This is an optimization exercise on Yosys and OpenROAD, whose aim is a short achievable clock period and few clock cycles, not a production implementation. The RTL was checked by simulation tests, not by an equivalence proof against the original design. Power and IR drop assume default switching activity.

run A:
Design cpu_top, start of the top module:
module cpu_top (DIN, Resetn, Clock, Run, Done, BusWires, debug_reg0, debug_reg1,
debug_reg2, debug_reg3, debug_reg4, debug_reg5, debug_reg6, debug_reg7);
	input wire [8:0] DIN;
	input wire Resetn, Clock, Run;
	output wire Done;
	output wire [8:0] BusWires;
	output wire [8:0] debug_reg0, debug_reg1;
	output wire [8:0] debug_reg2, debug_reg3, debug_reg4, debug_reg5, debug_reg6, debug_reg7;
	localparam mvi = 3'b001;
	reg [8:0] R [0:7];
	reg [8:0] SH [0:7];  
	reg       pend;      
	reg [2:0] pend_x;    
	wire [2:0] op = DIN[8:6];
	wire [2:0] X  = DIN[5:3];
	wire [2:0] Y  = DIN[2:0];
	wire [7:0] xd, yd, yd2;
	dec3to8 decX (X, 1'b1, xd);
	dec3to8 decY (Y, 1'b1, yd);
	dec3to8 decY2 (Y, 1'b1, yd2);
	reg [8:0] a, b, oh;
	integer n;
	always @*
	begin
		a = 9'b0;
		b = 9'b0;
		oh = 9'b0;
		for (n = 0; n < 8; n = n + 1)
		begin
			a = a | ({9{xd[n]}} & R[n]);
			b = b | ({9{yd[n]}} & R[n]);
			oh = oh | ({9{yd2[n]}} & SH[n]);
		end
	end
	wire [7:0] xd2, yd3;
	dec3to8 decX2 (X, 1'b1, xd2);
	dec3to8 decY3 (Y, 1'b1, yd3);
	wire [63:0] LT;
	wire [7:0] wxd;    
	reg lt_sel;
	integer p, q;
	always @*
	begin
		lt_sel = 1'b0;
		for (p = 0; p < 8; p = p + 1)
			for (q = 0; q < 8; q = q + 1)
				lt_sel = lt_sel | (xd2[p] & yd3[q] & LT[p*8+q]);
	end
	wire [8:0] alu_out;
	ALU alu (.en(~pend), .instruction(op), .input_a(a), .input_b(b), .shift_oh(oh), .lt(lt_sel), .result(alu_out));
	wire run_exec = Run & ~pend & (op != mvi);
	wire run_mvi  = Run & ~pend & (op == mvi);
	assign Done     = run_exec | pend;
	wire [8:0] wdata;
	mux_10_to_1 bus_port (.DIN(DIN), .alu_out(alu_out), .pend(pend), .bus_out(BusWires));
	mux_10_to_1 bus_write (.DIN(DIN), .alu_out(alu_out), .pend(pend), .bus_out(wdata));
	wire [8:0] bus_oh;
  ...
Size in the first run: about 94 I/O pins, roughly 0.015 mm² of cells after synthesis.
Settings: LEC_CHECK=0, CAP_MARGIN=20, CORE_MARGIN=2, CORE_UTILIZATION=55, PLACE_DENSITY=0.8, SETUP_SLACK_MARGIN=3.5, SLEW_MARGIN=20, SYNTH_HIERARCHICAL=1, SYNTH_MINIMUM_KEEP_SIZE=0; clock period 7.5 ns.
run.sh (not shown) runs the stock make flow with config.mk's settings and CLKGATE_MAP_FILE= SYNTH_SCRIPT=/design/flow/synth_recipe.tcl, a recipe that flattens the netlist after the stock synthesis.
Testbench counts of run A, summed over its fixed seeds: cycles 20,055.
Input-level comparison between run B and run A:
Settings: swapping 55 for 50 in CORE_UTILIZATION; swapping 0.8 for 0.7 in PLACE_DENSITY.
==> flow/flow/run.sh (new file) <==
#!/bin/bash
# The standard layout, with the resizer free to pick any equivalent cell
# (not only ones of the same footprint) when it repairs timing.
set -euo pipefail
bash standard.sh MATCH_CELL_FOOTPRINT=0 finish > layout.log 2>&1
==> flow/standard.sh (new file) <==
#!/bin/bash
# synth_recipe.tcl (not shown) runs the flow's synth.tcl, then flattens the netlist and writes it again
# the make line also repeats each setting of config.mk as NAME=value (left out here)
make -C /OpenROAD-flow-scripts/flow DESIGN_CONFIG=/design/flow/config.mk WORK_HOME=/design/flow/orfs CLKGATE_MAP_FILE= SYNTH_SCRIPT=/design/flow/synth_recipe.tcl "${@:-finish}"
removed: flow/run.sh
==> run summary <==
Run B finished end to end and its layout was clean on timing, DRC and antenna. Between run B and run A, the final non-filler cell total is higher for run B. Global placer's final weighted congestion (lower): run B. Changes observed in run B relative to run A: ratio of total power to cell area went up, first-iteration DRC count went down, synthesized area did not really move.
Input changes introduced in run C (baseline for comparison: run B):
Settings: swapping 3.5 for 2.5 in SETUP_SLACK_MARGIN.
==> flow/run.sh (new file) <==
#!/bin/bash
# synth_recipe.tcl (not shown) runs the flow's synth.tcl, then flattens the netlist and writes it again
# the make line also repeats each setting of config.mk as NAME=value (left out here)
make -C /OpenROAD-flow-scripts/flow DESIGN_CONFIG=/design/flow/config.mk WORK_HOME=/design/flow/orfs CLKGATE_MAP_FILE= SYNTH_SCRIPT=/design/flow/synth_recipe.tcl finish
removed: flow/flow/run.sh
removed: flow/standard.sh
### Flow results
Run C: no failed stages, no open violations at the end. Delta(total global-route track usage, run C - run B) > 0. Run C vs run B: count of fill cells added during filler insertion down by a few percent. Run B → run C: met1 layer usage reported by global route went up 2.1 points; instance count after placement with tap cells included stayed essentially flat.
### run C -> run D
Settings: SETUP_SLACK_MARGIN now 3.0, was 2.5.
==> run summary <==
Comparing run D and run C, the higher multi-input combinational cell area is on run C. Run D: number of clock buffers in the layout 4 above run C. [compare] base=run C new=run D: layout overhead on the synthesized area fell by 3.7 points; combinational fraction of design power went down 1.9 points.
#### Input delta (run E over run D)
Settings: changing SETUP_SLACK_MARGIN from 3.0 to 3.5; setting GPL_ROUTABILITY_DRIVEN to 0 for the first time.
Notes after the runs:
- The higher number of cells on the worst reg-to-reg path came out of run E.
- The met1 usage number comes out lower for run E vs run D.
- When run E is measured against run D, its critical path depth turns out 11 higher.
- Run E vs run D: multi-input logic area up by a few percent
- Compared with run D, placement density in the core of run E is higher.
- Compared run E vs run D, and worst setup slack after placement is up in run E.
- Run D → run E: final standard cell area without fillers increased about 6%; die area essentially unchanged; cell count increased 2.6%; minimum clock period after layout increased 0.29 ns.

* * *

cpu_top again, from the RTL that the note above started with.
==> flow/design.v (excerpt) <==
module cpu_top (DIN, Resetn, Clock, Run, Done, BusWires, debug_reg0, debug_reg1,
debug_reg2, debug_reg3, debug_reg4, debug_reg5, debug_reg6, debug_reg7);
make LEC_CHECK=0 CAP_MARGIN=20 CORE_MARGIN=2 CORE_UTILIZATION=50 PLACE_DENSITY=0.7 SETUP_SLACK_MARGIN=2.0 SLEW_MARGIN=20 SYNTH_HIERARCHICAL=1 SYNTH_MINIMUM_KEEP_SIZE=0 finish   # period 7.5 ns
Stock flow here: none of the scripts above is used.
Testbench counts at the start, summed over its fixed seeds: cycles 20,055.
Then changed:
--- a/flow/config.mk
+++ b/flow/config.mk
@@ -10,5 +10,5 @@
 export CORE_UTILIZATION = 50
 export PLACE_DENSITY = 0.7
-export SETUP_SLACK_MARGIN = 2.0
+export SETUP_SLACK_MARGIN = 5
 export SLEW_MARGIN = 20
 export SYNTH_HIERARCHICAL = 1
- routed wire length went up by 9.0%
- critical path depth went up by 3
- sequential share of layout area went down by 1.4 points
- synthesized area is unchanged
- global-route usage went up by 3.7 points
- first-iteration DRC count went down by 2.4%
- total power went up by 5.5%
- synthesized cell count does not change
- fmax went up by 2.8%
- combinational power went up by 14%

==> re-timing with driven ports <==
The flow's constraints put no driver on any port. The routed layouts listed below were extracted and timed again, unchanged, in two steps. Step 1 (the two cells are an assumption about what drives the block):
set clk [get_ports {Clock}]
set_driving_cell -lib_cell sky130_fd_sc_hd__clkbuf_16 $clk
set_driving_cell -lib_cell sky130_fd_sc_hd__buf_2 [delete_from_list [all_inputs] $clk]
Step 2, shift: input delay + t, output delay - t, t = (earliest + latest rising clock arrival at the registers) / 2. This alone moves slack from input paths to output paths. Slacks: no drivers / after step 1 / after step 2; pairs: no drivers / after step 1.
run	shift t [ns]	setup slack, ns	slew at the worst register clock pin (ns)	worst data-port slew with drivers (ns)	cell pins on the clock port's net
run A	0.489	1.638 / 1.590 / 1.322	0.08 / 0.08	0.07	1
run B	0.495	1.669 / 1.560 / 1.200	0.08 / 0.08	0.16	1
run C	0.520	1.802 / 1.625 / 1.170	0.09 / 0.09	0.24	1
run D	0.512	1.596 / 1.527 / 1.231	0.09 / 0.09	0.12	1
run E	0.491	1.308 / 1.265 / 0.808	0.08 / 0.08	0.08	1
the first run of note 2	0.501	1.429 / 1.261 / 0.934	0.09 / 0.09	0.20	1
the second run of note 2	0.510	1.592 / 1.537 / 1.088	0.09 / 0.09	0.12	1
After both steps every run listed still meets setup and hold. For run C, which loses most, drivers alone change the setup slack by -0.177 ns; drivers and shift together by -0.632 ns.
